Context: an optimization exercise on an open-source flow, tuned for small area. The choices shown serve that exercise and are no tape-out recipe. Only simulation tests tie the RTL to the original design; equivalence was not proved. No driver is modelled on the clock port, so clocking that relies on it looks cheaper here than on a real chip. No activity file was given, so power comes from the tool's default toggle rates.

--- flow/design.v ---
module FinalProject (
    input        clk,
    input  [9:0] SW,
    input  [1:0] KEY,
    input        BT_RX,
    output [6:0] HEX0, HEX1, HEX2, HEX3, HEX4, HEX5,
    output [3:0] VGA_R, VGA_G, VGA_B,
    output       VGA_HS, VGA_VS,
    output [9:0] LEDR
);
    wire rst_n = KEY[0];
    reg [9:0] hc;
    reg [9:0] vc;
    wire hc_end = (hc == 10'd799);
    always @(posedge clk) begin
        if (!rst_n) begin
            hc <= 10'd799;
            vc <= 10'd524;
        end else begin
            hc <= hc_end ? 10'd0 : hc + 10'd1;
            if (hc_end) vc <= (vc == 10'd524) ? 10'd0 : vc + 10'd1;
        end
    end
    wire disp_ena = (hc < 10'd640) && (vc < 10'd480);
    assign VGA_HS = ~((hc >= 10'd656) && (hc <= 10'd752));
    assign VGA_VS = ~((vc >= 10'd490) && (vc <= 10'd492));
    reg [7:0] baud;
    wire baud_tick = ~baud[0] & ~baud[1] & ~baud[2] & ~baud[3] & baud[7];
    always @(posedge clk or negedge rst_n)
        if (!rst_n) baud <= 8'h61;
        else        baud <= {baud[6] ^ baud_tick, baud[5:0], baud[7] ^ baud[3] ^ baud[4] ^ baud[5]};
    reg       rx_read;
    reg       rx_done;
    reg [3:0] bidx;
    reg [3:0] rcnt;
    reg       rx_nz;
    always @(posedge clk or negedge rst_n)
        if (!rst_n)       rx_read <= 1'b0;
        else if (rx_read) rx_read <= ~rx_done;
        else              rx_read <= ~BT_RX;
    wire rx_step  = baud_tick & rx_read;
    wire in_start = &bidx;
    wire in_stop  = bidx[3] & ~bidx[0];
    wire in_data  = ~bidx[3];
    wire c15      = &rcnt;
    wire st_end   = in_start & (rcnt == 4'd8);
    wire bit_end  = in_data & c15;
    wire stop_ok  = in_stop & c15 & BT_RX;
    always @(posedge clk or negedge rst_n)
        if (!rst_n) begin
            rx_done <= 1'b0;
            bidx    <= 4'hF;
            rcnt    <= 4'd0;
            rx_nz   <= 1'b0;
        end else if (rx_step) begin
            rx_done <= stop_ok;
            rcnt    <= (st_end | bit_end | stop_ok) ? 4'd0 : rcnt + 4'd1;
            if (st_end | bit_end) bidx <= bidx + 4'd1;
            else if (stop_ok)     bidx <= 4'hF;
            if (bit_end) rx_nz <= BT_RX | (rx_nz & (bidx != 4'd0));
        end
    reg done_d0, done_d1;
    always @(posedge clk or negedge rst_n)
        if (!rst_n) begin
            done_d0 <= 1'b0;
            done_d1 <= 1'b0;
        end else begin
            done_d0 <= rx_done;
            done_d1 <= done_d0;
        end
    wire bt_jump = done_d0 & ~done_d1 & rx_nz;
    reg [10:0] tick_cnt;
    wire tick_low0 = ~|tick_cnt[9:0];
    wire game_tick = tick_low0 & ~tick_cnt[10];
    always @(posedge clk or negedge rst_n)
        if (!rst_n) tick_cnt <= 11'd0;
        else        tick_cnt <= {tick_cnt[9:0], tick_cnt[10] ^ tick_cnt[8] ^ tick_low0};
    reg        game_over;
    reg [11:0] lfsr;
    wire       lfsr_fb = lfsr[11] ^ lfsr[10] ^ lfsr[9] ^ lfsr[3];
    wire       run_tick = game_tick & ~game_over;
    reg [4:0] jph;
    reg [6:0] hgt4;
    always @(*) begin
        case (jph)
            5'd0: hgt4 = 7'd4;
            5'd1: hgt4 = 7'd19;
            5'd2: hgt4 = 7'd33;
            5'd3: hgt4 = 7'd46;
            5'd4: hgt4 = 7'd58;
            5'd5: hgt4 = 7'd69;
            5'd6: hgt4 = 7'd79;
            5'd7: hgt4 = 7'd88;
            5'd8: hgt4 = 7'd96;
            5'd9: hgt4 = 7'd103;
            5'd10: hgt4 = 7'd109;
            5'd11: hgt4 = 7'd114;
            5'd12: hgt4 = 7'd118;
            5'd13: hgt4 = 7'd121;
            5'd14: hgt4 = 7'd123;
            5'd15: hgt4 = 7'd124;
            5'd16: hgt4 = 7'd124;
            5'd17: hgt4 = 7'd123;
            5'd18: hgt4 = 7'd121;
            5'd19: hgt4 = 7'd118;
            5'd20: hgt4 = 7'd114;
            5'd21: hgt4 = 7'd109;
            5'd22: hgt4 = 7'd103;
            5'd23: hgt4 = 7'd96;
            5'd24: hgt4 = 7'd88;
            5'd25: hgt4 = 7'd79;
            5'd26: hgt4 = 7'd69;
            5'd27: hgt4 = 7'd58;
            5'd28: hgt4 = 7'd46;
            5'd29: hgt4 = 7'd33;
            5'd30: hgt4 = 7'd19;
            5'd31: hgt4 = 7'd4;
        endcase
    end
    wire on_ground = &jph;
    wire jump_pressed = ~KEY[1] | bt_jump;
    always @(posedge clk or negedge rst_n)
        if (!rst_n) jph <= 5'd31;
        else if (~game_over & on_ground & jump_pressed) jph <= 5'd0;
        else if (run_tick & ~on_ground) jph <= jph + 5'd1;
    wire dino_low = (jph <= 5'd2) | (jph >= 5'd29);
    reg [7:0] age0, age1;
    wire act0 = age0[7] | (age0[6] & age0[5]);
    wire act1 = age1[7] | (age1[6] & age1[5]);
    reg  [8:0] spawn_cnt;
    wire       reducing = spawn_cnt[8];
    wire       ge61 = spawn_cnt[7] | spawn_cnt[6] |
                      (&spawn_cnt[5:2] & (spawn_cnt[1] | spawn_cnt[0]));
    wire spawn = ~reducing & (spawn_cnt[7:0] == 8'd156);
    wire hit0 = (age0 >= 8'd229) && (age0 <= 8'd240);
    wire hit1 = (age1 >= 8'd229) && (age1 <= 8'd240);
    wire collide = (hit0 | hit1) & dino_low;
    always @(posedge clk or negedge rst_n)
        if (!rst_n) begin
            age0      <= 8'd0;
            age1      <= 8'd0;
            spawn_cnt <= 9'd100;
            game_over <= 1'b0;
        end else if (run_tick) begin
            if (spawn & ~act0)     age0 <= 8'd96;
            else if (act0)         age0 <= age0 + 8'd1;
            if (spawn & act0)      age1 <= 8'd96;
            else if (act1)         age1 <= age1 + 8'd1;
            spawn_cnt <= spawn ? {1'b1, lfsr[7:0]} : {1'b0, spawn_cnt[7:0] - 8'd1};
            if (collide) game_over <= 1'b1;
        end else if (reducing) begin
            if (ge61) spawn_cnt[7:0] <= spawn_cnt[7:0] - 8'd61;
            else      spawn_cnt[8]   <= 1'b0;
        end
    always @(posedge clk or negedge rst_n)
        if (!rst_n)         lfsr <= 12'hA5A;
        else if (game_tick) lfsr <= {lfsr[10:0], lfsr_fb};
    reg        sw1_d;
    reg [11:0] dcol;
    always @(posedge clk or negedge rst_n)
        if (!rst_n) begin
            sw1_d <= 1'b0;
            dcol  <= 12'h0F0;
        end else begin
            sw1_d <= SW[1];
            if (sw1_d ^ SW[1]) dcol <= lfsr;
        end
    wire [9:0] ysum = {1'b0, vc[8:0]} + {3'b000, hgt4};
    wire in_dino = (hc >= 10'd80) && (hc < 10'd112) &&
                   (ysum[9:7] == 3'b010) && ysum[6] && (ysum[5] | (ysum[4] & ysum[3]));
    wire [7:0] cq = hc[9:2];
    wire [8:0] os0 = {1'b0, cq} + {1'b0, age0};
    wire [8:0] os1 = {1'b0, cq} + {1'b0, age1};
    wire ob0 = os0[8] & ~|os0[7:3] & ~(os0[2] & (os0[1] | os0[0]));
    wire ob1 = os1[8] & ~|os1[7:3] & ~(os1[2] & (os1[1] | os1[0]));
    wire obs_rows = (vc >= 10'd340) && (vc < 10'd380);
    wire in_obs = obs_rows & (ob0 | ob1);
    wire ground = (vc >= 10'd380);
    reg [3:0] r, g, b;
    always @(*) begin
        if (!disp_ena) begin
            {r, g, b} = 12'h000;
        end else if (in_dino) begin
            {r, g, b} = game_over ? 12'hF0F : dcol;
        end else if (in_obs) begin
            {r, g, b} = 12'hF00;
        end else if (ground) begin
            {r, g, b} = 12'h320;
        end else begin
            {r, g, b} = 12'h47F;
        end
    end
    assign VGA_R = r;
    assign VGA_G = g;
    assign VGA_B = b;
    reg [14:0] div;
    localparam [14:0] DIV_PT  = 15'h6A5F;
    localparam [14:0] DIV_LED = 15'h44ED;
    wire score_pt = (div == DIV_PT);
    wire led_step = (div == DIV_LED);
    wire dying = run_tick & collide;
    wire div_clr = dying | (game_over & led_step);
    wire div_one = ~game_over & score_pt;
    wire div_fb  = ~(div[14] ^ div[13]);
    always @(posedge clk or negedge rst_n)
        if (!rst_n)       div <= 15'd0;
        else if (div_clr) div <= 15'd0;
        else if (div_one) div <= 15'd1;
        else              div <= {div[13:0], div_fb};
    function [3:0] inc10;    
        input [3:0] d;
        inc10 = {(d[2] & d[1] & d[0]) | (d[3] & ~d[0]),
                 (d[2] & ~d[0]) | (~d[2] & d[1] & d[0]) | (d[2] & ~d[1]),
                 (d[1] & ~d[0]) | (~d[3] & ~d[1] & d[0]),
                 ~d[0]};
    endfunction
    reg [3:0] ones, tens, hundreds;
    wire ones9 = ones[3] & ones[0];
    wire tens9 = tens[3] & tens[0];
    wire hund9 = hundreds[3] & hundreds[0];
    always @(posedge clk or negedge rst_n)
        if (!rst_n) begin
            ones <= 4'd0; tens <= 4'd0; hundreds <= 4'd0;
        end else if (~game_over & score_pt) begin
            ones <= inc10(ones);
            if (ones9) tens <= inc10(tens);
            if (ones9 & tens9 & ~hund9) hundreds <= inc10(hundreds);
        end
    reg [3:0] high_ones, high_tens, high_hundreds;
    always @(posedge clk)
        if (!KEY[0] && !KEY[1]) begin
            high_ones <= 4'd0; high_tens <= 4'd0; high_hundreds <= 4'd0;
        end else if (game_over &&
                     {hundreds, tens, ones} > {high_hundreds, high_tens, high_ones}) begin
            high_ones <= ones; high_tens <= tens; high_hundreds <= hundreds;
        end
    wire [3:0] d0 = SW[0] ? high_ones     : ones;
    wire [3:0] d1 = SW[0] ? high_tens     : tens;
    wire [3:0] d2 = SW[0] ? high_hundreds : hundreds;
    function [6:0] seg7;
        input [3:0] d;
        seg7 = {(~d[3] & ~d[2] & ~d[1]) | (d[2] & d[1] & d[0]),
                (~d[2] & d[1]) | (~d[3] & ~d[2] & d[0]) | (d[1] & d[0]),
                (d[2] & ~d[1]) | d[0],
                (d[2] & ~d[1] & ~d[0]) | (~d[3] & ~d[2] & ~d[1] & d[0]) | (d[2] & d[1] & d[0]),
                ~d[2] & d[1] & ~d[0],
                ~((~d[1] & ~d[0]) | ~d[2] | (d[1] & d[0])),
                ~(d[3] | (d[2] & d[0]) | (~d[2] & ~d[0]) | d[1])};
    endfunction
    assign HEX0 = seg7(d0);
    assign HEX1 = seg7(d1);
    assign HEX2 = seg7(d2);
    assign HEX3 = 7'b1111111;
    assign HEX4 = 7'b1111111;
    assign HEX5 = 7'b1111111;
    reg [9:0] led_lfsr;
    reg       led_on;
    always @(posedge clk or negedge rst_n)
        if (!rst_n) begin
            led_lfsr <= 10'b1010110101;
            led_on   <= 1'b0;
        end else if (~game_over) begin
            led_on <= 1'b0;
        end else if (led_step) begin
            led_lfsr <= {led_lfsr[8:0], led_lfsr[9] ^ led_lfsr[6]};
            led_on   <= 1'b1;
        end
    wire [9:0] lp = {led_lfsr[0] ^ led_lfsr[7], led_lfsr[9:1]};
    wire [4:0] lx = {lp[4] ^ lp[5], lp[3] ^ lp[6], lp[2] ^ lp[7],
                     lp[1] ^ lp[8], lp[0] ^ lp[9]};
    assign LEDR = led_on ? {lx[0], lx[1], lx[2], lx[3], lx[4],
                            lx[4], lx[3], lx[2], lx[1], lx[0]} : 10'd0;
endmodule
--- flow/run.sh ---
#!/bin/bash
# synth_recipe.tcl (not shown) runs the flow's synth.tcl, then flattens the netlist and writes it again
# the make line also repeats each setting of config.mk as NAME=value (left out here)
make -C /OpenROAD-flow-scripts/flow DESIGN_CONFIG=/design/flow/config.mk WORK_HOME=/design/flow/orfs CLKGATE_MAP_FILE= SYNTH_SCRIPT=/design/flow/synth_recipe.tcl finish
--- flow/config.mk ---
export PLATFORM = sky130hd
export DESIGN_NAME = FinalProject
export DESIGN_NICKNAME = FinalProject
export VERILOG_FILES = /design/flow/design.v
export SDC_FILE = /design/flow/constraint.sdc
export NUM_CORES = 4
export LEC_CHECK = 0
export CAP_MARGIN = 20
export CORE_MARGIN = 2
export CORE_UTILIZATION = 65
export CTS_BUF_LIST = sky130_fd_sc_hd__clkbuf_8
export PLACE_DENSITY = 0.75
export SLEW_MARGIN = 20
--- flow/constraint.sdc ---
create_clock -name core_clock -period 40.0 [get_ports {clk}]
set_input_delay 8.0000 -clock core_clock [delete_from_list [all_inputs] [get_ports {clk}]]
set_output_delay 8.0000 -clock core_clock [all_outputs]
set_load 0.01 [all_outputs]
==> flow_summary.ini, run 1 <==
[min_path]
min_from = tick_cnt[2]$_DFF_PN0_
whs_path_depth = 0
hold_path.class = flip-flop to flip-flop
min_to = tick_cnt[3]$_DFF_PN0_

[clock_tree]
htree_num_levels = 4
cts_root_buf = clkbuf_8
numCtsBuffers = 17
cts-resized-gates = 0
clockBufferDepth = 2
clock_sinks = 158
cts_tree = built
cts_hold_buffers = 0
cts.clk_slew.worst_paths_ps = 100
postCtsSetupBuffers = 0
worstSkewPairLatency_ps = 460

[worst_setup_path]
r2r_slack_ps = 37000
crit_fanout = 17
ff2ff_path_depth = 7
r2r-end = age1[4]$_DFFE_PN0P_
worstSetupStartpointType = input pin
cpMaxStageDelayCell = clkdlybuf4s50_1
required_ps = 32000
crit_path_end_kind = output pin
r2r-start = tick_cnt[1]$_DFF_PN0_
criticalPathCategory = input pin to output pin
crit_top_cell = clkdlybuf4s50_1
crit_arrival_ps = 10530
critPathMaxStageDelay_ps = 980
crit_chain = clkdlybuf4s50_1 > mux2i_1 > a21oi_1 > o21ai_0 > clkdlybuf4s50_1

[logic_synthesis]
syn_area_um2 = 9300
avgSynthCellArea_um2 = 9.57
synth-seq-cells = 158
synthCells = 972
synth-main-ff-cell = dfrtp_1
yosysSeqAreaShare_pct = 41.2
synth.distinct_cells = 77
yosysWarnings = 1
async_reset_ff_share_pct = 79.7
synth_edf_count = 0

[placement]
place.gp.congestion = 0.926
place_ws_ps = 21520
hpwl_um = 13800
port_buffers = 50

[timing]
setup_tns_ps = 0
max-slew-margin-rel_pct = 38.9
slew_violations = 0
finalCritPeriodShare_pct = 46.3
hold_viol_final = 0
holdWs_ps = 382
rsz0062_at_grt = false
final.setup_skew_ps = 20.8
setup_violations = 0
fmax_mhz = 54.0
post-route-worst-setup-slack_ps = 21470
worstMarginPinSlew_ps = 916
timing.final.crit_period_ps = 18530

[power]
p_switching_w = 0.000128
seqPwrFrac_pct = 47.4
power_frac_comb_pct = 21.7
p_per_area_nw_per_um2 = 37.5
pwr-share-clk_pct = 30.9
ir_drop_mv = 0.0273
leakage_nw = 4.49
power.internal_w = 0.000256
power_switching_share_pct = 33.3

[die]
die_height_um = 124
rows = 43
start_util_pct = 66.7
die_w_um = 124
ios = 80
core_um2 = 13900
die-area_um2 = 15300

[routing]
drt_iter0_drc = 544
avgRoutedWirePerCell_um = 15.9
postRouteAntennaNets = 0
num_vias = 7193
drc = 0
detail_route.vias_per_cell = 5.96
finalWirelength_um = 19100
dr.pass1.iters = 5

[cells_and_area]
layout-drive-gt1-share_pct = 12.1
final_net_count = 1085
layout-area-overhead-vs-synth_pct = 10.0
diodes = 0
fill_cells = 1040

[grt]
overflow = 0
antenna_found_initial = 0
grt_pass1_wl_um = 31900
grt_pass1_vias = 6850
globalRouteTotalUtil_pct = 26.2
grt_max_degree = 78

[run_status]
status = timing/DRC/antenna clean

[flow_run]
cap_violations = 0
[flip-flops by register name (all words and copies together) (netlist names), 9 cells and up, named ones only]
signal and count:
vc 10, spawn_cnt 9, led_lfsr 10, lfsr 12, div 15, tick_cnt 11, dcol 12, hc 10
[placed cells by master, fill, tap and decap left out, drive strengths merged, types with 27 or more instances in the layout]
| cell type | n |
|---|---|
| mux2 | 41 |
| dfrtp | 95 |
| nand2 | 78 |
| a21oi | 47 |
| ha | 56 |
| xnor2 | 37 |
| dfxtp | 32 |
| inv | 47 |
| clkdlybuf4s50 | 49 |
| nand3 | 28 |
| dfstp | 31 |
| nor2 | 89 |
| mux2i | 27 |
| o21ai | 55 |
[worst max-delay path: cells and delay by family]
kind | cells | cell delay, ps
compound gates | 2 | 330
buf+inv | 2 | 1560
mux | 1 | 640
[worst max path at each step]
stage	from	to	slack (ps)	cells past startpoint
finish	SW[0]	HEX0[5]	21470	5
CTS	SW[0]	HEX1[3]	21510	4
global route	SW[0]	HEX1[5]	21290	5
detailed placement	SW[0]	HEX1[3]	21520	4
global placement	SW[0]	HEX1[3]	21590	4
floorplan	SW[0]	HEX0[3]	22420	4
[through the flow]
| step | power, W | utilization, % | area [um2] | cells |
|---|---|---|---|---|
| after floorplan | 0.000246 | - | 9380 | 992 |
| after global placement | 0.000262 | 70.5 | 9820 | 1174 |
| after detailed placement | 0.000267 | 70.5 | 9830 | 1174 |
| after CTS | 0.000386 | 73.4 | 10200 | 1206 |
| after global routing | 0.000405 | 73.4 | 10200 | 1206 |
| final | 0.000383 | 73.4 | 10200 | 1206 |
[power groups by stage]
| stage | Combinational [W] | Sequential (W) | Clock, W |
|---|---|---|---|
| floorplan | 0.0000685 | 0.000178 | 0 |
| global placement | 0.0000781 | 0.000184 | 0 |
| detailed placement | 0.0000826 | 0.000185 | 0 |
| CTS | 0.0000832 | 0.000182 | 0.000121 |
| global route | 0.0000939 | 0.000184 | 0.000127 |
| finish | 0.0000831 | 0.000182 | 0.000118 |
[logic make-up after synthesis]
logic type | count (synthesis) | synth area share (%)
other cells | 1 | 0.0403
simple gates | 342 | 18.8
compound gates | 191 | 13.4
fa+ha+maj | 58 | 7.96
xor+xnor | 62 | 5.84
buf+inv | 92 | 4.91
flops | 158 | 41.2
mux | 68 | 7.87
[area by class of cell]
class	instances	area (um2)	share of cell area [%]
Inverter	41	154	1.50
Multi-Input combinational cell	742	5090	49.8
Clock inverter	14	156	1.53
Clock buffer	18	248	2.42
Tap cell	180	225	2.20
Timing Repair Buffer	53	520	5.09
Sequential cell	158	3830	37.5
[per-layer routing]
layer | up-vias | part of all wire [%] | GRT usage, %
li1 | 3499 | - | -
met1 | 3512 | 45 | 33.9
met2 | 152 | 50 | 44.6
met3 | 30 | 3.7 | 5.40
met4 | 0 | 1.6 | 7.81
met5 | - | 0 | 0
[cells in the mapped netlist (all sizes together) (5+ instances only)]
cell	count	share of area, %
dfrtp	95	26
nor2	89	3.6
nand2	78	3.1
ha	56	7.5
o21ai	55	3.0
a21oi	47	2.7
inv	41	1.7
mux2	41	5.0
xnor2	37	3.5
buf	32	2.5
dfxtp	32	6.9
dfstp	31	8.8
nand3	28	1.5
mux2i	27	2.9
xor2	25	2.4
nand4	22	1.5
nor3	21	1.2
and2	19	1.3
and3	19	1.3
clkbuf	19	0.77
nand2b	16	1.1
a21o	14	1.1
o22ai	11	0.74
nor4	9	0.83
o21a	9	0.73
a211oi	7	0.62
nor2b	7	0.47
o31ai	6	0.48
nor4b	5	0.47
==> inputs of run 2 (changes only) <==
==> flow/flow/run.sh (new file) <==
#!/bin/bash
# Own layout flow: the standard flow, with the combinational logic of
# the standard synthesis re-mapped for area (same registers, same names and
# cell types), and a lighter clock tree.
set -euo pipefail
W=$(pwd)
R=$W/orfs/results/$FLOW_PLATFORM/FinalProject/base
A=$W/orfs_alt/results/$FLOW_PLATFORM/FinalProject/base

# 1. Standard synthesis: the reference for the registers.
bash standard.sh synth > $W/std_synth.log 2>&1
cp $R/1_2_yosys.v $W/std_1_2_yosys.v

# 2. Area-mapped synthesis of the same design into a separate work folder.
ok=0
if ALT_ABC_SCRIPT=$W/flow/area.abc bash standard.sh WORK_HOME=$W/orfs_alt \
     SYNTH_SCRIPT=$W/flow/alt_synth.tcl ADDER_MAP_FILE= synth > $W/alt_synth.log 2>&1; then
  # 3. Use it only if its registers are exactly the standard synthesis's.
  ffs() { grep -E '^ *sky130_fd_sc_hd__(df|edf|sdf|dl)[a-z0-9_]* ' "$1" | awk '{print $1, $2}' | sed 's/_[0-9]* / /' | sort; }
  ffs $W/std_1_2_yosys.v > $W/ffs_std.txt
  ffs $A/1_2_yosys.v > $W/ffs_alt.txt
  if [[ -s $W/ffs_std.txt ]] && cmp -s $W/ffs_std.txt $W/ffs_alt.txt; then
    ok=1
  fi
fi
echo "alt synthesis used: $ok" > $W/alt_choice.log
if [[ $ok == 1 ]]; then
  cp $A/1_2_yosys.v $R/1_2_yosys.v
  touch $R/1_2_yosys.v
  bash standard.sh synth > $W/std_synth_odb.log 2>&1
fi

# 4. The rest of the standard flow.
bash standard.sh finish > $W/std_flow.log 2>&1
==> flow/flow/alt_synth.tcl (new file) <==
# The standard synthesis script (synth_recipe.tcl) with two changes to the
# technology mapping of combinational logic only: no half/full adder
# extraction (ADDER_MAP_FILE is empty on the command line) and an
# area-oriented ABC script. Flip-flop mapping, flattening and renaming are
# unchanged, so the registers are the standard synthesis's.
proc synth {args} { yosys synth -nofsm -noshare {*}$args }
proc abc {args} {
  set out {}
  set skip 0
  foreach a $args {
    if {$skip} { set skip 0; continue }
    if {$a eq "-script" || $a eq "-D" || $a eq "-constr"} { set skip 1; continue }
    lappend out $a
  }
  yosys abc -script $::env(ALT_ABC_SCRIPT) {*}$out
}
source $::env(SCRIPTS_DIR)/synth.tcl
# left out here: clear keep_hierarchy, flatten, clean up, hide names made inside functions, write 1_2_yosys.v
==> flow/flow/area.abc (new file) <==
&get -n
&st
&syn2
&dch -f
&nf -R 1000
&put
mfs2
&get -n
&st
&syn2
&dch -f
&nf -R 1000
&put
mfs2
&get -n
&st
&dch -f
&nf -R 1000
&put
==> flow/standard.sh (new file) <==
#!/bin/bash
# synth_recipe.tcl (not shown) runs the flow's synth.tcl, then flattens the netlist and writes it again
# the make line also repeats each setting of config.mk as NAME=value (left out here)
make -C /OpenROAD-flow-scripts/flow DESIGN_CONFIG=/design/flow/config.mk WORK_HOME=/design/flow/orfs CLKGATE_MAP_FILE= SYNTH_SCRIPT=/design/flow/synth_recipe.tcl "${@:-finish}"
--- a/flow/config.mk
+++ b/flow/config.mk
@@ -8,6 +8,6 @@
 export CAP_MARGIN = 20
 export CORE_MARGIN = 2
-export CORE_UTILIZATION = 65
+export CORE_UTILIZATION = 40
 export CTS_BUF_LIST = sky130_fd_sc_hd__clkbuf_8
-export PLACE_DENSITY = 0.75
+export PLACE_DENSITY = 0.6
 export SLEW_MARGIN = 20
removed: flow/run.sh
==> run 2 against run 1 <==
Still clean; register-to-register slack gained 30 ps; clock skew shrank 11 ps; clock power grew 5%; final cell count grew 8.8%; area after synthesis is the same; sequential power is essentially flat; wire length shrank 0.44%; hold slack lost 4.5 ps; maximum frequency grew 0.18%; largest cell class unchanged.
==> flow_summary.ini, run 2 <==
[die]
rows = 55
core_um2 = 22700
start_util_pct = 41.0
ios = 80
die-area_um2 = 24500
die_w_um = 156
die_height_um = 156

[min_path]
hold_path.class = flip-flop to flip-flop

[timing]
finalCritPeriodShare_pct = 46.2
fmax_mhz = 54.1
rsz0062_at_grt = false
timing.final.crit_period_ps = 18490
hold_viol_final = 0
setup_violations = 0
final.setup_skew_ps = 10.2
setup_tns_ps = 0
max-slew-margin-rel_pct = 39.9
worstMarginPinSlew_ps = 898
slew_violations = 0

[grt]
globalRouteTotalUtil_pct = 16.2
overflow = 0
antenna_found_initial = 0
grt_pass1_wl_um = 32100
grt_pass1_vias = 6540
grt_max_degree = 72

[cells_and_area]
stdcell_count = 1312
final_net_count = 1086
layout-area-overhead-vs-synth_pct = 11.5
final_cell_mix = dfrtp_1, nor2_1, nand2_1, ha_1, o21ai_0
diodes = 0
layout-drive-gt1-share_pct = 12.1
top_regs = div x15, dcol x12, lfsr x12
fill_cells = 2189
largest_reg_flops = 15
top_register = div
mostFrequentLayoutCell = dfrtp_1

[power]
p_per_area_nw_per_um2 = 37.4
ir_drop_mv = 0.0218
leakage_nw = 4.49

[routing]
finalWirelength_um = 19100
num_vias = 6892
detail_route.vias_per_cell = 5.25
drc = 0
avgRoutedWirePerCell_um = 14.5
postRouteAntennaNets = 0
drt_iter0_drc = 432
dr.pass1.iters = 4

[logic_synthesis]
yosysMostFrequentCell = dfrtp_1
avgSynthCellArea_um2 = 9.57
yosysTopAreaCellShare_pct = 25.6
syn_area_um2 = 9300
synth-seq-cells = 158
synth-main-ff-cell = dfrtp_1
async_reset_ff_share_pct = 79.7
yosys-top-cells-area = dfrtp_1, dfstp_2, ha_1, dfxtp_1, mux2_2
yosysSeqAreaShare_pct = 41.2
yosysWarnings = 1
synth.distinct_cells = 77
synth_edf_count = 0
synth_top_area_cell = dfrtp_1
ys_top_cells_by_count = dfrtp_1, nor2_1, nand2_1, ha_1, o21ai_0
synthCells = 972

[placement]
port_buffers = 50
place.gp.congestion = 0.839
dp_cells = 1280
hpwl_um = 13700

[clock_tree]
clockBufferDepth = 2
worstSkewPairLatency_ps = 450
postCtsSetupBuffers = 0
clock_sinks = 158
cts-resized-gates = 0
cts_root_buf = clkbuf_8
numCtsBuffers = 17
cts.clk_slew.worst_paths_ps = 90
cts_tree = built
htree_num_levels = 4
cts_hold_buffers = 0

[worst_setup_path]
crit_arrival_ps = 10490
crit_path_end_kind = output pin
worstSetupStartpointType = input pin
crit_fanout = 17
required_ps = 32000
criticalPathCategory = input pin to output pin

[flow_run]
cap_violations = 0

[run_status]
status = timing/DRC/antenna clean
## run 2: through the flow
step	power, W	hold slack [ps]	cell area [um2]	util (%)	setup WS (ps)
2_1_floorplan	0.000246	354	9380	-	22420
3_5_place_dp	0.000267	361	9960	43.9	21490
5_1_grt	0.000413	388	10400	45.7	21330
3_3_place_gp	0.000266	357	9960	43.9	21520
6_report	0.000388	377	10400	45.7	21510
4_1_cts	0.000393	379	10400	45.7	21500
## run 2: routing by layer
metal / vias up / global-route usage, % / share of wire (%)
li1: 3517 / - / -
met1: 3267 / 23.0 / 50
met2: 96 / 25.2 / 45
met3: 12 / 3.54 / 3.9
met4: 0 / 4.28 / 1.0
met5: - / 0 / 0
## run 2: worst paths after layout
path	startpoint	endpoint	slack (ps)	cells past startpoint
setup / recovery	SW[0]	HEX1[3]	21510	4
hold / removal	baud[5]$_DFF_PN1_	baud[6]$_DFF_PN1_	380	0
setup reg to reg	tick_cnt[1]$_DFF_PN0_	age1[3]$_DFFE_PN0P_	37030	7
hold reg to reg	baud[5]$_DFF_PN1_	baud[6]$_DFF_PN1_	380	0
max in group asynchronous	KEY[0]	led_lfsr[3]$_DFFE_PN0P_	31170	2
min in group asynchronous	KEY[0]	dcol[10]$_DFFE_PN0P_	7540	1
## run 2: cells by family after synthesis
kind of cell	share of synthesized area [%]
adders and majority gates	7.96
AOI/OAI and AO/OA	13.4
muxes	7.87
buffers and inverters	4.91
other	0.0403
DFF	41.2
and+or+nand+nor	18.8
xor gates and xnor gates	5.84
## run 2: where the power goes
group	switching [W]	total, W	internal, W
registers	0.0000155	0.000182	0.000167
logic	0.0000462	0.0000818	0.0000356
clock network	0.0000664	0.000124	0.0000577
total	0.000128	0.000388	0.000260
## run 2: final cells by class
type / instances / area, um2 / share of cell area [%]
clock buffer: 17 / 234 / 2.26
clock inverter: 15 / 176 / 1.70
inverter: 41 / 154 / 1.48
multi-input combinational: 742 / 5090 / 49.0
sequential: 158 / 3830 / 37.0
tap: 285 / 357 / 3.44
timing repair buffer: 54 / 532 / 5.13
## run 2: worst max-delay path: stages
cell             delay (ps)
clkdlybuf4s50_1         960
mux2i_1                 630
mux2_2                  410
clkdlybuf4s50_1         490
==> inputs of run 3 (changes only) <==
--- a/flow/flow/run.sh
+++ b/flow/flow/run.sh
@@ -32,3 +32,6 @@
 
 # 4. The rest of the standard flow.
-bash standard.sh finish > $W/std_flow.log 2>&1
+bash standard.sh \
+  "CTS_ARGS=-sink_clustering_enable -repair_clock_nets -dont_use_dummy_load -buf_list sky130_fd_sc_hd__clkbuf_8" \
+  "BUFFER_PORTS_ARGS=-buffer_cell sky130_fd_sc_hd__buf_1" \
+  finish > $W/std_flow.log 2>&1
==> run 3 against run 2 <==
Combinational power down 0.6%; via count grew 0.58%; non-clock buffer count grew 1; clock power is 29% lower; final cell count is 1.1% lower.
==> flow_summary.ini, run 3 <==
[run_status]
status = timing/DRC/antenna clean

[worst_setup_path]
crit_arrival_ps = 9860
worstSetupStartpointType = input pin
criticalPathCategory = input pin to output pin
required_ps = 32000
crit_fanout = 17
crit_path_end_kind = output pin

[die]
rows = 55
die_w_um = 156
core_um2 = 22700
ios = 80
start_util_pct = 41.0
die-area_um2 = 24500
die_height_um = 156

[timing]
max-slew-margin-rel_pct = 38.9
timing.final.crit_period_ps = 17860
setup_tns_ps = 0
rsz0062_at_grt = false
setup_violations = 0
finalCritPeriodShare_pct = 44.6
slew_violations = 0
worstMarginPinSlew_ps = 917
hold_viol_final = 0
fmax_mhz = 56.0
post-route-worst-setup-slack_ps = 22140
final.setup_skew_ps = 30.8

[grt]
antenna_found_initial = 0
grt_pass1_wl_um = 32200
globalRouteTotalUtil_pct = 16.2
overflow = 0
grt_max_degree = 77
grt_pass1_vias = 6701

[logic_synthesis]
yosys-top-cells-area = dfrtp_1, dfstp_2, ha_1, dfxtp_1, mux2_2
yosysWarnings = 1
yosysSeqAreaShare_pct = 41.2
syn_area_um2 = 9300
synth-seq-cells = 158
yosysMostFrequentCell = dfrtp_1
async_reset_ff_share_pct = 79.7
synth_top_area_cell = dfrtp_1
ys_top_cells_by_count = dfrtp_1, nor2_1, nand2_1, ha_1, o21ai_0
synthCells = 972
avgSynthCellArea_um2 = 9.57
synth-main-ff-cell = dfrtp_1
synth.distinct_cells = 77
synth_edf_count = 0
yosysTopAreaCellShare_pct = 25.6

[power]
power.internal_w = 0.000239
power_switching_share_pct = 32.1
pwr-share-clk_pct = 25.0
power_frac_comb_pct = 23.1
p_per_area_nw_per_um2 = 35.6
leakage_nw = 4.30
p_switching_w = 0.000113
seqPwrFrac_pct = 51.9
power.total_w = 0.000352
ir_drop_mv = 0.0173

[placement]
place.gp.congestion = 0.847
hpwl_um = 13700
port_buffers = 50
place_ws_ps = 22130
place_area_um2 = 9660
dp_cells = 1281

[clock_tree]
clockBufferDepth = 2
cts-resized-gates = 0
clock_sinks = 158
postCtsSetupBuffers = 0
cts_tree = built
htree_num_levels = 4
numCtsBuffers = 17
cts_hold_buffers = 0
cts.clk_slew.worst_paths_ps = 80
cts_root_buf = clkbuf_8
worstSkewPairLatency_ps = 440

[routing]
postRouteAntennaNets = 0
num_vias = 6932
dr.pass1.iters = 5
drt_iter0_drc = 318
avgRoutedWirePerCell_um = 14.5
detail_route.vias_per_cell = 5.34
drc = 0
finalWirelength_um = 18900

[cells_and_area]
top_regs = div x15, dcol x12, lfsr x12
layout-drive-gt1-share_pct = 11.0
final_cell_area_um2 = 9890
largest_reg_flops = 15
register_area_um2 = 3830
layout-area-overhead-vs-synth_pct = 6.36
final_net_count = 1087
fill_cells = 2269
diodes = 0
multi_input_area_um2 = 5090
stdcell_count = 1298
mostFrequentLayoutCell = dfrtp_1
top_register = div
final_cell_mix = dfrtp_1, nor2_1, nand2_1, ha_1, o21ai_0

[flow_run]
cap_violations = 0

[min_path]
hold_path.class = flip-flop to flip-flop
-- run 3: cell counts after synthesis --
Identical to the previous run, type by type.
-- run 3: path summary, 6_finish.rpt --
check / cells past startpoint / end / slack (ps) / start
hold / removal: 0 / tick_cnt[2]$_DFF_PN0_ / 360 / tick_cnt[1]$_DFF_PN0_
setup / recovery: 4 / HEX2[3] / 22140 / SW[0]
max in group asynchronous: 3 / div[6]$_DFF_PN0_ / 30820 / KEY[0]
min in group asynchronous: 2 / rcnt[0]$_DFFE_PN0P_ / 7740 / KEY[0]
hold reg to reg: 0 / tick_cnt[2]$_DFF_PN0_ / 360 / tick_cnt[1]$_DFF_PN0_
setup reg to reg: 7 / age1[5]$_DFFE_PN0P_ / 37030 / tick_cnt[1]$_DFF_PN0_
-- run 3: cells by family (layout without fill, tap and decap cells) --
group / Yosys count / in the layout / synth area share, %
flip-flops: 158 / 158 / 41.2
multiplexers: 68 / 68 / 7.87
AO/OA/AOI/OAI: 191 / 191 / 13.4
XOR/XNOR: 62 / 62 / 5.84
adder cells (fa/ha/maj): 58 / 58 / 7.96
buffers and inverters: 92 / 113 / 4.91
AND/OR/NAND/NOR: 342 / 342 / 18.8
other: 1 / 21 / 0.0403
-- run 3: through the flow --
stage          utilization (%)  hold WS, ps
2_1_floorplan                -          354
3_3_place_gp              42.5          357
3_5_place_dp              42.5          361
4_1_cts                   43.6          355
5_1_grt                   43.6          354
6_report                  43.6          358
-- run 3: per-layer routing --
metal	vias up	track usage (%)	part of all wire (%)
li1	3492	-	-
met1	3329	22.4	51
met2	98	26.0	45
met3	13	3.16	2.6
met4	0	4.11	1.1
met5	-	0	0
-- run 3: power groups by stage --
stage	Sequential (W)	Clock, W	Combinational [W]
3_3_place_gp	0.000186	0	0.0000793
2_1_floorplan	0.000178	0	0.0000685
5_1_grt	0.000184	0.0000985	0.0000927
6_report	0.000183	0.0000878	0.0000813
3_5_place_dp	0.000185	0	0.0000812
4_1_cts	0.000183	0.0000918	0.0000814
-- run 3: layout make-up --
type                    instances  share of cell area (%)
inverters                      41                    1.56
repair buffers                 55                    2.31
flip-flops and latches        158                    38.7
multi-input cells             742                    51.4
well taps                     285                    3.60
clock buffers                  17                    2.37
-- run 3: worst max-delay path, stage by stage --
cell and delay [ps]:
buf_1 670, mux2i_1 650, mux2_2 410, buf_1 130
==> inputs of run 4 (changes only) <==
--- a/flow/flow/run.sh
+++ b/flow/flow/run.sh
@@ -16,9 +16,7 @@
 if ALT_ABC_SCRIPT=$W/flow/area.abc bash standard.sh WORK_HOME=$W/orfs_alt \
      SYNTH_SCRIPT=$W/flow/alt_synth.tcl ADDER_MAP_FILE= synth > $W/alt_synth.log 2>&1; then
-  # 3. Use it only if its registers are exactly the standard synthesis's.
-  ffs() { grep -E '^ *sky130_fd_sc_hd__(df|edf|sdf|dl)[a-z0-9_]* ' "$1" | awk '{print $1, $2}' | sed 's/_[0-9]* / /' | sort; }
-  ffs $W/std_1_2_yosys.v > $W/ffs_std.txt
-  ffs $A/1_2_yosys.v > $W/ffs_alt.txt
-  if [[ -s $W/ffs_std.txt ]] && cmp -s $W/ffs_std.txt $W/ffs_alt.txt; then
+  # 3. Use it only if its registers are exactly the standard synthesis's;
+  #    give them the standard synthesis's instance names.
+  if python3 $W/flow/ffmatch.py $W/std_1_2_yosys.v $A/1_2_yosys.v $W/alt_renamed.v > $W/ffmatch.log 2>&1; then
     ok=1
   fi
@@ -26,5 +24,5 @@
 echo "alt synthesis used: $ok" > $W/alt_choice.log
 if [[ $ok == 1 ]]; then
-  cp $A/1_2_yosys.v $R/1_2_yosys.v
+  cp $W/alt_renamed.v $R/1_2_yosys.v
   touch $R/1_2_yosys.v
   bash standard.sh synth > $W/std_synth_odb.log 2>&1
==> flow/flow/ffmatch.py (new file) <==
#!/usr/bin/env python3
"""Give the registers of the area-mapped netlist the instance names that the
standard synthesis gave the same registers (matched by the net on their Q
output and their cell type). Every other instance gets a fresh name so no name
collides. Exit status 1 (and no output file) if the registers do not match
one to one."""
import re, sys

CELL = re.compile(r'^(\s*)(sky130_fd_sc_hd__\w+)\s+(\\\S+|\w+)\s*\((.*?)\);', re.S | re.M)
SEQ = re.compile(r'sky130_fd_sc_hd__(df|edf|sdf|dl)\w*')

def family(c):
    return re.sub(r'_\d+$', '', c)

def regs(text):
    out = {}
    for m in CELL.finditer(text):
        cell, inst, body = m.group(2), m.group(3), m.group(4)
        if not SEQ.fullmatch(cell):
            continue
        q = re.search(r'\.Q\(\s*(\\\S+\s|[^\s)]+)', body)
        if not q:
            return None
        key = (family(cell), q.group(1).strip())
        if key in out:
            return None
        out[key] = inst
    return out

std_text = open(sys.argv[1]).read()
alt_text = open(sys.argv[2]).read()
std, alt = regs(std_text), regs(alt_text)
if not std or alt is None or set(std) != set(alt):
    sys.exit(1)
new_name = {alt[k]: std[k] for k in alt}
taken = set(new_name.values())
count = [0]

def rename(m):
    indent, cell, inst, body = m.group(1), m.group(2), m.group(3), m.group(4)
    if inst in new_name:
        name = new_name[inst]
    else:
        while True:
            count[0] += 1
            name = f'_alt{count[0]}_'
            if name not in taken:
                break
    return f'{indent}{cell} {name} ({body});'

out = CELL.sub(rename, alt_text)
# sanity: same registers, now with the standard names
chk = regs(out)
if chk != std:
    sys.exit(1)
open(sys.argv[3], 'w').write(out)
==> run 4 against run 3 <==
Register-to-register slack better by 40 ps; hold slack better by 3.2 ps; sequential power is 8% lower; clock-buffer cell count stayed put; via count is 8.2% lower; final cell count is 6.2% lower; largest cell class unchanged; largest power group unchanged.
==> flow_summary.ini, run 4 <==
[worst_setup_path]
criticalPathCategory = input pin to output pin
ff2ff_path_depth = 14
required_ps = 32000
crit_path_end = HEX2[2]
r2r-end = high_tens[3]$_SDFFE_PP0P_
cp.buffers_inverters = 4
crit_arrival_ps = 9370
r2r-start = ones[0]$_DFFE_PN0P_
cp_top_family = buffers and inverters
crit_path_end_kind = output pin
cpMaxStageDelayCell = mux2i_1
critPathMaxStageDelay_ps = 480
worst-path-stages = 6
r2r_slack_ps = 37070
crit_chain = buf_1 > buf_4 > mux2i_1 > clkinv_1 > nor3_1 > buf_1
critPathLaunch = SW[0]
worstSetupStartpointType = input pin
crit_fanout = 28
crit_top_cell = buf_1

[timing]
setup_tns_ps = 0
timing.final.crit_period_ps = 17370
max-slew-margin-rel_pct = 35.4
post-route-worst-setup-slack_ps = 22630
worstMarginPinSlew_ps = 961
fmax_mhz = 57.6
setup_violations = 0
final.setup_skew_ps = 31.9
rsz0062_at_grt = false
hold_viol_final = 0
finalCritPeriodShare_pct = 43.4
slew_violations = 0

[cells_and_area]
final_cell_mix = nor2_1, dfrtp_1, a21oi_1, nand2_1, o21ai_0
mostFrequentLayoutCell = nor2_1
register_area_um2 = 3830
final_net_count = 969
largest_reg_flops = 15
top_register = div
top_regs = div x15, dcol x12, lfsr x12
diodes = 0
layout-area-overhead-vs-synth_pct = 8.62
multi_input_area_um2 = 4040
fill_cells = 1976
final_util_pct = 44.7
layout-drive-gt1-share_pct = 6.09

[clock_tree]
cts_root_buf = clkbuf_8
cts_hold_buffers = 0
clockBufferDepth = 2
numCtsBuffers = 17
cts_tree = built
postCtsSetupBuffers = 0
cts.clk_slew.worst_paths_ps = 80
clock_sinks = 158
worstSkewPairLatency_ps = 450
htree_num_levels = 4
cts-resized-gates = 0

[power]
p_switching_w = 0.0000713
power.internal_w = 0.000209
seqPwrFrac_pct = 60.2
pwr-share-clk_pct = 31.0
leakage_nw = 3.61
ir_drop_mv = 0.0208
power_frac_comb_pct = 8.8
p_per_area_nw_per_um2 = 32.0
power_switching_share_pct = 25.4

[die]
ios = 80
start_util_pct = 41.1
core_um2 = 19700
die_w_um = 146
die-area_um2 = 21400
rows = 51
die_height_um = 146

[placement]
place_ws_ps = 22650
hpwl_um = 11400
place.gp.congestion = 0.758
port_buffers = 50

[routing]
wl_met3_um = 643
finalWirelength_um = 16500
drt-met1-wl_um = 8260
top_layer_used = met4
num_vias = 6364
detail_route.vias_per_cell = 5.22
drc = 0
wl_met2_um = 7310
drt_iter0_drc = 357
postRouteAntennaNets = 0
dr.pass1.iters = 4
avgRoutedWirePerCell_um = 13.5

[grt]
grt_max_degree = 65
antenna_found_initial = 0
overflow = 0
globalRouteTotalUtil_pct = 16.0
grt_pass1_wl_um = 28300
grt_pass1_vias = 5892

[flow_run]
cap_violations = 0

[logic_synthesis]
avgSynthCellArea_um2 = 9.13
yosysWarnings = 1
syn_area_um2 = 8080
synthCells = 885

[run_status]
status = timing/DRC/antenna clean

[min_path]
whs_path_depth = 0
hold_path.class = flip-flop to flip-flop
run 4: changes by cell type in the layout (fill, tap and decap cells not counted), moves of 11 or more:
cell      previous run  this run
mux2_2              41         0
nor2_1              89       123
ha_1                56         0
and2_0               0        25
and2_1              19         0
a21oi_1             44        80
mux2_1               0        26
nand4_1             22        11
clkinv_1             0        27
inv_1               41         0
o21ai_0             53        68
mux2i_1             27        10
run 4: power groups by stage:
stage	clock, W	combinational [W]	sequential (W)
3_5_place_dp	0	0.0000251	0.000172
2_1_floorplan	0	0.0000187	0.000170
3_3_place_gp	0	0.0000248	0.000171
6_report	0.0000870	0.0000247	0.000169
5_1_grt	0.0000982	0.0000284	0.000170
4_1_cts	0.0000917	0.0000251	0.000169
run 4: layer usage:
layer | vias to the layer above | GRT usage, %
met4 | 0 | 5.34
met3 | 14 | 3.53
met5 | - | 0
li1 | 3251 | -
met2 | 89 | 24.9
met1 | 3010 | 22.2
run 4: worst min path at each step:
stage,start,endpoint
floorplan,done_d0$_DFF_PN0_,done_d1$_DFF_PN0_
global placement,baud[1]$_DFF_PN0_,baud[2]$_DFF_PN0_
detailed placement,tick_cnt[2]$_DFF_PN0_,tick_cnt[3]$_DFF_PN0_
CTS,baud[5]$_DFF_PN1_,baud[6]$_DFF_PN1_
global route,tick_cnt[6]$_DFF_PN0_,tick_cnt[7]$_DFF_PN0_
finish,baud[5]$_DFF_PN1_,baud[6]$_DFF_PN1_
run 4: area by class of cell:
type	instances	area share (%)
Clock buffer	17	2.67
Tap cell	265	3.78
Multi-Input combinational cell	694	46.0
Inverter	27	1.15
Sequential cell	158	43.7
Timing Repair Buffer	57	2.78
run 4: through the flow:
step	cells	cell area (um2)	power (W)	hold WS, ps
CTS	1218	8780	0.000286	363
floorplan	905	8160	0.000188	354
global placement	1201	8540	0.000196	360
finish	1218	8780	0.000281	361
global route	1218	8780	0.000296	370
detailed placement	1201	8540	0.000197	361
==> inputs of run 5 (changes only) <==
--- a/flow/flow/run.sh
+++ b/flow/flow/run.sh
@@ -29,7 +29,6 @@
 fi
 
-# 4. The rest of the standard flow.
-bash standard.sh \
-  "CTS_ARGS=-sink_clustering_enable -repair_clock_nets -dont_use_dummy_load -buf_list sky130_fd_sc_hd__clkbuf_8" \
-  "BUFFER_PORTS_ARGS=-buffer_cell sky130_fd_sc_hd__buf_1" \
-  finish > $W/std_flow.log 2>&1
+# 4. The rest of the standard flow, with the make settings in flow/extra.mk
+#    (one VAR=value per line).
+mapfile -t EXTRA < <(grep -v '^#' $W/flow/extra.mk | grep .)
+bash standard.sh "${EXTRA[@]}" finish > $W/std_flow.log 2>&1
==> flow/flow/extra.mk (new file) <==
CTS_ARGS=-sink_clustering_enable -repair_clock_nets -dont_use_dummy_load -buf_list sky130_fd_sc_hd__clkbuf_8 -sink_clustering_size 25 -sink_clustering_max_diameter 80
BUFFER_PORTS_ARGS=-buffer_cell sky130_fd_sc_hd__buf_1
--- a/flow/config.mk
+++ b/flow/config.mk
@@ -8,6 +8,5 @@
 export CAP_MARGIN = 20
 export CORE_MARGIN = 2
-export CORE_UTILIZATION = 40
-export CTS_BUF_LIST = sky130_fd_sc_hd__clkbuf_8
-export PLACE_DENSITY = 0.6
+export CORE_UTILIZATION = 60
+export PLACE_DENSITY = 0.75
 export SLEW_MARGIN = 20
==> run 5 against run 4 <==
Non-clock buffer count is the same; largest cell class unchanged; first-iteration DRC count up 28%; wire length shrank 3.4%; hold slack improved by 5.0 ps; via count rose by 1.0%.
==> flow_summary.ini, run 5 <==
[clock_tree]
cts_hold_buffers = 0
numCtsBuffers = 17
cts.clk_slew.worst_paths_ps = 90
cts-resized-gates = 0
postCtsSetupBuffers = 0
cts_root_buf = clkbuf_8
clock_sinks = 158
cts_tree = built
worstSkewPairLatency_ps = 450
htree_num_levels = 4
clockBufferDepth = 2

[worst_setup_path]
criticalPathCategory = input pin to output pin
crit_arrival_ps = 9490
crit_path_end_kind = output pin
required_ps = 32000
crit_fanout = 28
worstSetupStartpointType = input pin
ff2ff_path_depth = 14

[timing]
final.setup_skew_ps = 24.6
setup_tns_ps = 0
worstMarginPinSlew_ps = 1020
finalCritPeriodShare_pct = 43.7
max-slew-margin-rel_pct = 31.2
setup_violations = 0
hold_viol_final = 0
rsz0062_at_grt = false
fmax_mhz = 57.2
timing.final.crit_period_ps = 17490
slew_violations = 0

[routing]
drt_iter0_drc = 456
finalWirelength_um = 15900
dr.pass1.iters = 5
num_vias = 6428
detail_route.vias_per_cell = 5.69
wl_met3_um = 568
postRouteAntennaNets = 0
avgRoutedWirePerCell_um = 14.1
drc = 0
drt-met1-wl_um = 7690
wl_met2_um = 7500
top_layer_used = met4

[power]
power_switching_share_pct = 25.4
power.internal_w = 0.000209
ir_drop_mv = 0.0208
leakage_nw = 3.62
power_frac_comb_pct = 8.8
seqPwrFrac_pct = 60.3
pwr-share-clk_pct = 30.9
p_switching_w = 0.0000712
p_per_area_nw_per_um2 = 32.4

[cells_and_area]
fill_cells = 1111
top_register = div
final_cell_mix = nor2_1, dfrtp_1, a21oi_1, nand2_1, o21ai_0
largest_reg_flops = 15
register_area_um2 = 3830
final_net_count = 969
layout-area-overhead-vs-synth_pct = 7.23
diodes = 0
layout-drive-gt1-share_pct = 6.09
top_regs = div x15, dcol x12, lfsr x12
mostFrequentLayoutCell = nor2_1
multi_input_area_um2 = 4030
final_cell_area_um2 = 8670

[min_path]
whs_path_depth = 0
hold_path.class = flip-flop to flip-flop

[logic_synthesis]
yosysWarnings = 1
syn_area_um2 = 8080
synthCells = 885
avgSynthCellArea_um2 = 9.13

[grt]
globalRouteTotalUtil_pct = 23.0
grt_pass1_vias = 5760
antenna_found_initial = 0
grt_pass1_wl_um = 27100
grt_max_degree = 73
overflow = 0

[die]
die-area_um2 = 14400
die_w_um = 120
ios = 80
die_height_um = 120
rows = 42
start_util_pct = 61.3
core_um2 = 13200

[placement]
hpwl_um = 11100
port_buffers = 50
place.gp.congestion = 0.837
place_area_um2 = 8430

[flow_run]
cap_violations = 0

[run_status]
status = timing/DRC/antenna clean
-- run 5: per-layer routing --
layer	track usage, %	vias up
li1	-	3251
met1	31.8	3050
met2	36.8	112
met3	5.37	15
met4	5.74	0
met5	0	-
-- run 5: worst paths after layout --
path | from | endpoint | slack (ps)
min | baud[1]$_DFF_PN0_ | baud[2]$_DFF_PN0_ | 370
max in group asynchronous | KEY[0] | spawn_cnt[0]$_DFFE_PN0P_ | 30660
min reg2reg | baud[1]$_DFF_PN0_ | baud[2]$_DFF_PN0_ | 370
max reg2reg | ones[0]$_DFFE_PN0P_ | high_ones[0]$_SDFFE_PP0P_ | 36730
min in group asynchronous | KEY[0] | div[12]$_DFF_PN0_ | 7540
max | SW[0] | HEX2[6] | 22510
-- run 5: power groups by stage --
stage / logic, W / registers [W] / clock network (W)
after floorplan: 0.0000187 / 0.000170 / 0
after global placement: 0.0000242 / 0.000172 / 0
final: 0.0000247 / 0.000169 / 0.0000867
after global routing: 0.0000283 / 0.000170 / 0.0000955
after CTS: 0.0000248 / 0.000169 / 0.0000894
after detailed placement: 0.0000247 / 0.000172 / 0
-- run 5: cell type report --
class                           count  share of cell area, %
Tap cell                          176                   2.54
Inverter                           27                   1.17
Clock buffer                       17                   2.70
Sequential cell                   158                   44.2
Multi-Input combinational cell    694                   46.5
Timing Repair Buffer               57                   2.83
-- run 5: stage by stage --
stage          setup WS [ps]  hold WS (ps)  std cells  power, W  utilization, %
2_1_floorplan          23070           354        905  0.000188               -
3_3_place_gp           22120           358       1112  0.000196            63.9
3_5_place_dp           22050           360       1112  0.000196            63.9
4_1_cts                22050           366       1129  0.000283            65.7
5_1_grt                22320           375       1129  0.000293            65.7
6_report               22510           366       1129  0.000280            65.7
-- run 5: worst max-delay path: stages --
cell,delay [ps]
clkbuf_2,430
mux2i_1,510
clkinv_1,200
o2bb2ai_1,180
buf_1,170
==> inputs of run 6 (changes only) <==
==> flow/flow/extra.mk (replaced) <==
CTS_ARGS=-sink_clustering_enable -repair_clock_nets -dont_use_dummy_load -buf_list {sky130_fd_sc_hd__clkbuf_4 sky130_fd_sc_hd__clkbuf_8} -sink_clustering_size 12 -sink_clustering_max_diameter 50
BUFFER_PORTS_ARGS=-buffer_cell sky130_fd_sc_hd__buf_1
==> run 6 against run 5 <==
Still clean; clock power barely moved; sequential share of layout area unchanged; first-iteration DRC count is the same; combinational power barely moved; highest routed layer unchanged.
==> flow_summary.ini, run 6 <==
[min_path]
hold_path.class = flip-flop to flip-flop

[grt]
grt_pass1_wl_um = 27100
antenna_found_initial = 0
globalRouteTotalUtil_pct = 23.0
grt_max_degree = 73
grt_pass1_vias = 5760
overflow = 0

[flow_run]
cap_violations = 0

[run_status]
status = timing/DRC/antenna clean

[cells_and_area]
mostFrequentLayoutCell = nor2_1
final_cell_mix = nor2_1, dfrtp_1, a21oi_1, nand2_1, o21ai_0
top_regs = div x15, dcol x12, lfsr x12
final_net_count = 969
top_register = div
largest_reg_flops = 15
diodes = 0
layout-area-overhead-vs-synth_pct = 7.23
layout-drive-gt1-share_pct = 6.09

[routing]
finalWirelength_um = 15900
drc = 0
dr.pass1.iters = 5
drt_iter0_drc = 456
postRouteAntennaNets = 0
avgRoutedWirePerCell_um = 14.1
detail_route.vias_per_cell = 5.69
num_vias = 6428

[worst_setup_path]
crit_path_end_kind = output pin
criticalPathCategory = input pin to output pin
required_ps = 32000
crit_fanout = 28
worstSetupStartpointType = input pin
crit_arrival_ps = 9490

[timing]
fmax_mhz = 57.2
worstMarginPinSlew_ps = 1020
finalCritPeriodShare_pct = 43.7
setup_tns_ps = 0
final.setup_skew_ps = 24.6
rsz0062_at_grt = false
holdWs_ps = 366
max-slew-margin-rel_pct = 31.2
setup_violations = 0
slew_violations = 0
timing.final.crit_period_ps = 17490
hold_viol_final = 0

[clock_tree]
clockBufferDepth = 2
cts-resized-gates = 0
htree_num_levels = 4
cts_tree = built
clock_sinks = 158
cts_hold_buffers = 0
numCtsBuffers = 17
postCtsSetupBuffers = 0
cts.clk_slew.worst_paths_ps = 90
cts_root_buf = clkbuf_8
worstSkewPairLatency_ps = 450

[placement]
place.gp.congestion = 0.837
hpwl_um = 11100
port_buffers = 50

[power]
p_per_area_nw_per_um2 = 32.4
pwr-share-clk_pct = 30.9
seqPwrFrac_pct = 60.3
p_switching_w = 0.0000712
leakage_nw = 3.62
ir_drop_mv = 0.0208
power.internal_w = 0.000209
power_frac_comb_pct = 8.8
power_switching_share_pct = 25.4

[die]
core_um2 = 13200
ios = 80
die_height_um = 120
rows = 42
die-area_um2 = 14400
die_w_um = 120
start_util_pct = 61.3

[logic_synthesis]
synthCells = 885
yosysWarnings = 1
avgSynthCellArea_um2 = 9.13
syn_area_um2 = 8080
[run 6: worst paths after layout]
kind,startpoint,to,slack (ps),cells after the start
min in group asynchronous,KEY[0],div[12]$_DFF_PN0_,7540,1
max in group asynchronous,KEY[0],spawn_cnt[0]$_DFFE_PN0P_,30660,3
min,baud[1]$_DFF_PN0_,baud[2]$_DFF_PN0_,370,0
min reg2reg,baud[1]$_DFF_PN0_,baud[2]$_DFF_PN0_,370,0
max,SW[0],HEX2[6],22510,5
max reg2reg,ones[0]$_DFFE_PN0P_,high_ones[0]$_SDFFE_PP0P_,36730,14
[run 6: stage by stage]
step           util (%)  setup WS (ps)  cells  area [um2]  total power (W)
6_report           65.7          22510   1129        8670         0.000280
5_1_grt            65.7          22320   1129        8670         0.000293
4_1_cts            65.7          22050   1129        8660         0.000283
3_5_place_dp       63.9          22050   1112        8430         0.000196
3_3_place_gp       63.9          22120   1112        8430         0.000196
2_1_floorplan         -          23070    905        8160         0.000188
[run 6: metal layers]
layer  GRT usage, %  part of all wire, %
met5              0                    0
met4           5.74                 0.89
met2           36.8                   47
met1           31.8                   48
met3           5.37                  3.6
[run 6: area by class of cell]
type	instances	area [um2]
clock buffer	17	234
inverter	27	101
fill	1111	4520
multi-input combinational	694	4030
sequential	158	3830
timing repair buffer	57	245
tap	176	220
[run 6: power groups by stage]
stage	Sequential (W)	Clock, W	Combinational, W
final	0.000169	0.0000867	0.0000247
after global routing	0.000170	0.0000955	0.0000283
after CTS	0.000169	0.0000894	0.0000248
after detailed placement	0.000172	0	0.0000247
after global placement	0.000172	0	0.0000242
after floorplan	0.000170	0	0.0000187
[run 6: worst max-delay path: stages]
cell       delay (ps)
clkbuf_2          430
mux2i_1           510
clkinv_1          200
o2bb2ai_1         180
buf_1             170
==> inputs of run 7 (changes only) <==
--- a/flow/flow/run.sh
+++ b/flow/flow/run.sh
@@ -32,3 +32,3 @@
 #    (one VAR=value per line).
 mapfile -t EXTRA < <(grep -v '^#' $W/flow/extra.mk | grep .)
-bash standard.sh "${EXTRA[@]}" finish > $W/std_flow.log 2>&1
+POST_CTS_TCL=$W/flow/post_cts.tcl bash standard.sh "${EXTRA[@]}" finish > $W/std_flow.log 2>&1
==> flow/flow/extra.mk (replaced) <==
CTS_ARGS=-sink_clustering_enable -repair_clock_nets -dont_use_dummy_load -buf_list sky130_fd_sc_hd__clkbuf_4
BUFFER_PORTS_ARGS=-buffer_cell sky130_fd_sc_hd__buf_1
==> flow/flow/post_cts.tcl (new file) <==
# After clock tree synthesis: a clock buffer that drives many flip-flops is
# upsized so the clock slew at the flip-flops stays low, then the placement
# is legalized again.
set upsized 0
foreach inst [get_cells -quiet *] {
  if {[get_property $inst ref_name] ne "sky130_fd_sc_hd__clkbuf_4"} { continue }
  set out [get_pins -quiet -of_objects $inst -filter "direction == output"]
  if {[llength $out] != 1} { continue }
  set net [get_nets -quiet -of_objects $out]
  set loads [llength [get_pins -quiet -of_objects $net -filter "direction == input"]]
  if {$loads >= 11} {
    replace_cell $inst sky130_fd_sc_hd__clkbuf_8
    incr upsized
  }
}
puts "post_cts: upsized $upsized clock buffers"
if {$upsized > 0} {
  detailed_placement
  check_placement -verbose
}
==> run 7 against run 6 <==
Global-route usage is 0.084 points lower; setup slack about the same; synthesized cell count stayed put; largest cell class unchanged; register-to-register slack gained 30 ps; critical endpoint unchanged; sequential power about the same; final cell count unchanged; combinational power about the same; still clean on timing, DRC and antenna; wire length decreased by 0.19%; maximum frequency about the same; via count increased by 0.36%; flip-flop and latch count is the same.
==> flow_summary.ini, run 7 <==
[timing]
max-slew-margin-rel_pct = 31.1
worstMarginPinSlew_ps = 1020
finalCritPeriodShare_pct = 43.7
setup_tns_ps = 0
setup_violations = 0
post-route-worst-setup-slack_ps = 22510
fmax_mhz = 57.2
rsz0062_at_grt = false
timing.final.crit_period_ps = 17490
hold_viol_final = 0
final.setup_skew_ps = 33.5
slew_violations = 0

[placement]
port_buffers = 50
place_ws_ps = 22050
hpwl_um = 11100
place.gp.congestion = 0.837

[grt]
grt_max_degree = 73
grt_pass1_vias = 5785
grt_pass1_wl_um = 27100
overflow = 0
globalRouteTotalUtil_pct = 22.9
antenna_found_initial = 0

[die]
die_w_um = 120
rows = 42
start_util_pct = 61.3
die-area_um2 = 14400
die_height_um = 120
core_um2 = 13200
ios = 80

[cells_and_area]
top_regs = div x15, dcol x12, lfsr x12
register_area_um2 = 3830
mostFrequentLayoutCell = nor2_1
final_net_count = 969
diodes = 0
largest_reg_flops = 15
layout-area-overhead-vs-synth_pct = 6.53
layout-drive-gt1-share_pct = 6.09
fill_cells = 1120
final_cell_mix = nor2_1, dfrtp_1, a21oi_1, nand2_1, o21ai_0
top_register = div
multi_input_area_um2 = 4030

[worst_setup_path]
r2r_slack_ps = 36760
required_ps = 32000
crit_path_end_kind = output pin
critPathLaunch = SW[0]
worstSetupStartpointType = input pin
criticalPathCategory = input pin to output pin
r2r-start = ones[0]$_DFFE_PN0P_
crit_arrival_ps = 9490
crit_fanout = 28

[routing]
avgRoutedWirePerCell_um = 14.1
detail_route.vias_per_cell = 5.71
dr.pass1.iters = 6
num_vias = 6451
drt_iter0_drc = 464
finalWirelength_um = 15900
postRouteAntennaNets = 0
drc = 0

[run_status]
status = timing/DRC/antenna clean

[logic_synthesis]
synthCells = 885
yosysWarnings = 1
syn_area_um2 = 8080
avgSynthCellArea_um2 = 9.13

[power]
ir_drop_mv = 0.0189
power.total_w = 0.000268
leakage_nw = 3.60
p_per_area_nw_per_um2 = 31.2

[clock_tree]
clock_sinks = 158
cts_tree = built
worstSkewPairLatency_ps = 440
cts.clk_slew.worst_paths_ps = 100

[flow_run]
cap_violations = 0

[min_path]
min_from = tick_cnt[7]$_DFF_PN0_
hold_path.class = flip-flop to flip-flop
==> run 7: critical path, cell delays in order <==
cell	delay, ps
clkbuf_2	430
mux2i_1	510
clkinv_1	200
o2bb2ai_1	180
buf_1	170
==> run 7: final timing paths <==
path | endpoint | cells after the start
min in group asynchronous | div[5]$_DFF_PN0_ | 1
hold reg to reg | tick_cnt[8]$_DFF_PN0_ | 0
hold / removal | tick_cnt[8]$_DFF_PN0_ | 0
max in group asynchronous | lfsr[2]$_DFFE_PN0P_ | 3
setup reg to reg | high_ones[0]$_SDFFE_PP0P_ | 14
setup / recovery | HEX2[6] | 5
==> run 7: metal layers <==
metal | track usage [%] | vias up | part of all wire [%]
li1 | - | 3257 | -
met3 | 5.42 | 10 | 3.6
met1 | 31.8 | 3065 | 49
met5 | 0 | - | 0
met2 | 36.5 | 119 | 47
met4 | 5.44 | 0 | 0.69
==> run 7: where the power goes <==
part | internal [W] | total [W] | switching (W)
Sequential | 0.000162 | 0.000169 | 0.00000672
Combinational | 0.00000959 | 0.0000247 | 0.0000151
Clock | 0.0000272 | 0.0000748 | 0.0000476
==> run 7: layout make-up <==
| type | instances | area share (%) |
|---|---|---|
| clock buffers | 17 | 1.99 |
| inverters | 27 | 1.18 |
| repair buffers | 57 | 2.92 |
| flip-flops and latches | 158 | 44.5 |
| well taps | 176 | 2.56 |
| multi-input cells | 694 | 46.8 |
==> run 7: per-stage QoR <==
step	util [%]	std cells	cell area (um2)	hold WS [ps]
after floorplan	-	905	8160	354
after global placement	63.9	1112	8430	358
after detailed placement	63.9	1112	8430	360
after global routing	65.3	1129	8610	371
final	65.3	1129	8610	358
==> inputs of run 8 (changes only) <==
==> flow/flow/extra.mk (replaced) <==
CTS_ARGS=-sink_clustering_enable -repair_clock_nets -dont_use_dummy_load -buf_list sky130_fd_sc_hd__clkbuf_4
BUFFER_PORTS_ARGS=-buffer_cell sky130_fd_sc_hd__buf_1
SKIP_REPAIR_TIE_FANOUT=1
==> run 8 against run 7 <==
Area after synthesis stayed put; clock power is 2% lower; critical path type unchanged; synthesized cell count stayed put; highest routed layer unchanged; critical endpoint is now HEX2[2]; first-iteration DRC count is 9.1% higher; global-route usage is 0.79 points higher; largest power group unchanged; sequential power hardly changed; still clean; die area stayed put.
==> flow_summary.ini, run 8 <==
[run_status]
status = timing/DRC/antenna clean

[timing]
worstMarginPinSlew_ps = 943
rsz0062_at_grt = false
timing.final.crit_period_ps = 17500
slew_violations = 0
max-slew-margin-rel_pct = 36.6
finalCritPeriodShare_pct = 43.7
fmax_mhz = 57.2
setup_violations = 0
final.setup_skew_ps = 37.4
setup_tns_ps = 0
hold_viol_final = 0

[grt]
grt_pass1_wl_um = 28000
globalRouteTotalUtil_pct = 23.7
grt_pass1_vias = 6244
grt_max_degree = 58
overflow = 0
antenna_found_initial = 0

[die]
start_util_pct = 61.3
die_w_um = 120
die_height_um = 120
rows = 42
core_um2 = 13200
ios = 80
die-area_um2 = 14400

[worst_setup_path]
crit_arrival_ps = 9500
worst-path-stages = 5
cp_top_family = buffers and inverters
cp.buffers_inverters = 3
critPathMaxStageDelay_ps = 470
cpMaxStageDelayCell = mux2i_1
crit_chain = clkbuf_2 > mux2i_1 > clkinv_1 > nor3_1 > buf_1
criticalPathCategory = input pin to output pin
required_ps = 32000
ff2ff_path_depth = 14
crit_fanout = 28
worstSetupStartpointType = input pin
crit_path_end_kind = output pin

[cells_and_area]
largest_reg_flops = 15
final_cell_area_um2 = 8520
diodes = 0
top_register = div
layout-area-overhead-vs-synth_pct = 5.47
mostFrequentLayoutCell = nor2_1
layout-drive-gt1-share_pct = 6.22
final_util_pct = 64.6
top_regs = div x15, dcol x12, lfsr x12
final_cell_mix = nor2_1, dfrtp_1, a21oi_1, nand2_1, o21ai_0
final_net_count = 948

[placement]
port_buffers = 50
place_area_um2 = 8350
hpwl_um = 11600
place.gp.congestion = 0.863

[power]
leakage_nw = 3.52
p_per_area_nw_per_um2 = 31.3
ir_drop_mv = 0.0303

[routing]
detail_route.vias_per_cell = 5.91
drt_iter0_drc = 506
postRouteAntennaNets = 0
dr.pass1.iters = 8
drc = 0
num_vias = 6543
finalWirelength_um = 16400
avgRoutedWirePerCell_um = 14.8

[logic_synthesis]
yosysWarnings = 1
synthCells = 885
syn_area_um2 = 8080
avgSynthCellArea_um2 = 9.13

[clock_tree]
clock_sinks = 158
cts_tree = built
cts.clk_slew.worst_paths_ps = 100
worstSkewPairLatency_ps = 440

[flow_run]
cap_violations = 0

[min_path]
whs_path_depth = 0
hold_path.class = flip-flop to flip-flop
run 8: metal layers:
| layer | global-route usage [%] | vias to the layer above | part of all wire (%) |
|---|---|---|---|
| li1 | - | 3224 | - |
| met1 | 30.0 | 3156 | 45 |
| met2 | 40.7 | 150 | 49 |
| met3 | 5.13 | 13 | 4.7 |
| met4 | 7.13 | 0 | 0.77 |
| met5 | 0 | - | 0 |
run 8: final cells by class:
class,instances,area [um2]
sequential,158,3830
multi-input combinational,674,3960
tap,176,220
clock buffer,17,165
inverter,27,101
fill,1096,4670
timing repair buffer,56,244
run 8: final timing paths:
kind / slack (ps) / end / start
setup reg to reg: 37050 / high_ones[0]$_SDFFE_PP0P_ / ones[0]$_DFFE_PN0P_
hold / removal: 360 / done_d1$_DFF_PN0_ / done_d0$_DFF_PN0_
max in group asynchronous: 31510 / spawn_cnt[3]$_DFFE_PN0P_ / KEY[0]
setup / recovery: 22500 / HEX2[2] / SW[0]
hold reg to reg: 360 / done_d1$_DFF_PN0_ / done_d0$_DFF_PN0_
min in group asynchronous: 7480 / hundreds[0]$_DFFE_PN0P_ / KEY[0]
run 8: through the flow:
stage | std cells | hold slack (ps) | power, W | worst slack, ps
2_1_floorplan | 885 | 354 | 0.000188 | 23070
6_report | 1108 | 357 | 0.000267 | 22500
3_5_place_dp | 1091 | 362 | 0.000197 | 22090
5_1_grt | 1108 | 362 | 0.000280 | 22370
3_3_place_gp | 1091 | 355 | 0.000195 | 22200
run 8: where the power goes:
part           leakage [nW]  internal [W]  switching [W]
clock                0.0937     0.0000261      0.0000471
sequential             1.78      0.000162     0.00000657
combinational          1.64    0.00000960      0.0000157
run 8: worst reg2reg max path, delay by kind of cell (launching register included):
family          cells  cell delay, ps
flops               1             400
simple gates        3             210
mux                 1             210
compound gates      6             920
fa+ha+maj           2             710
buf+inv             2             400

afterwards: timing with drivers on the ports:
No port has a modelled driver above. Below, the same layouts with a new extraction and two added sets of constraints.
Step 1 assumes that a clkbuf_16 drives the clock port and a buf_2 every other input.
Step 2, shift: input delay + t, output delay - t, t = (earliest + latest rising clock arrival at the registers) / 2. This alone moves slack from input paths to output paths.
Three values: ideal, step 1, step 2; two values: the first two.
| run | t (ns) | setup slack, ns |
|---|---|---|
| run 1 | 0.487 | 21.474 / 21.451 / 21.451 |
| run 2 | 0.489 | 21.508 / 21.483 / 21.483 |
| run 3 | 0.468 | 22.144 / 22.118 / 22.118 |
| run 4 | 0.474 | 22.626 / 22.602 / 22.602 |
| run 5 | 0.478 | 22.510 / 22.488 / 22.488 |
| run 6 | 0.478 | 22.510 / 22.488 / 22.488 |
| run 7 | 0.460 | 22.510 / 22.488 / 22.488 |
| run 8 | 0.454 | 22.504 / 22.483 / 22.483 |
After both steps every run listed still meets setup and hold.
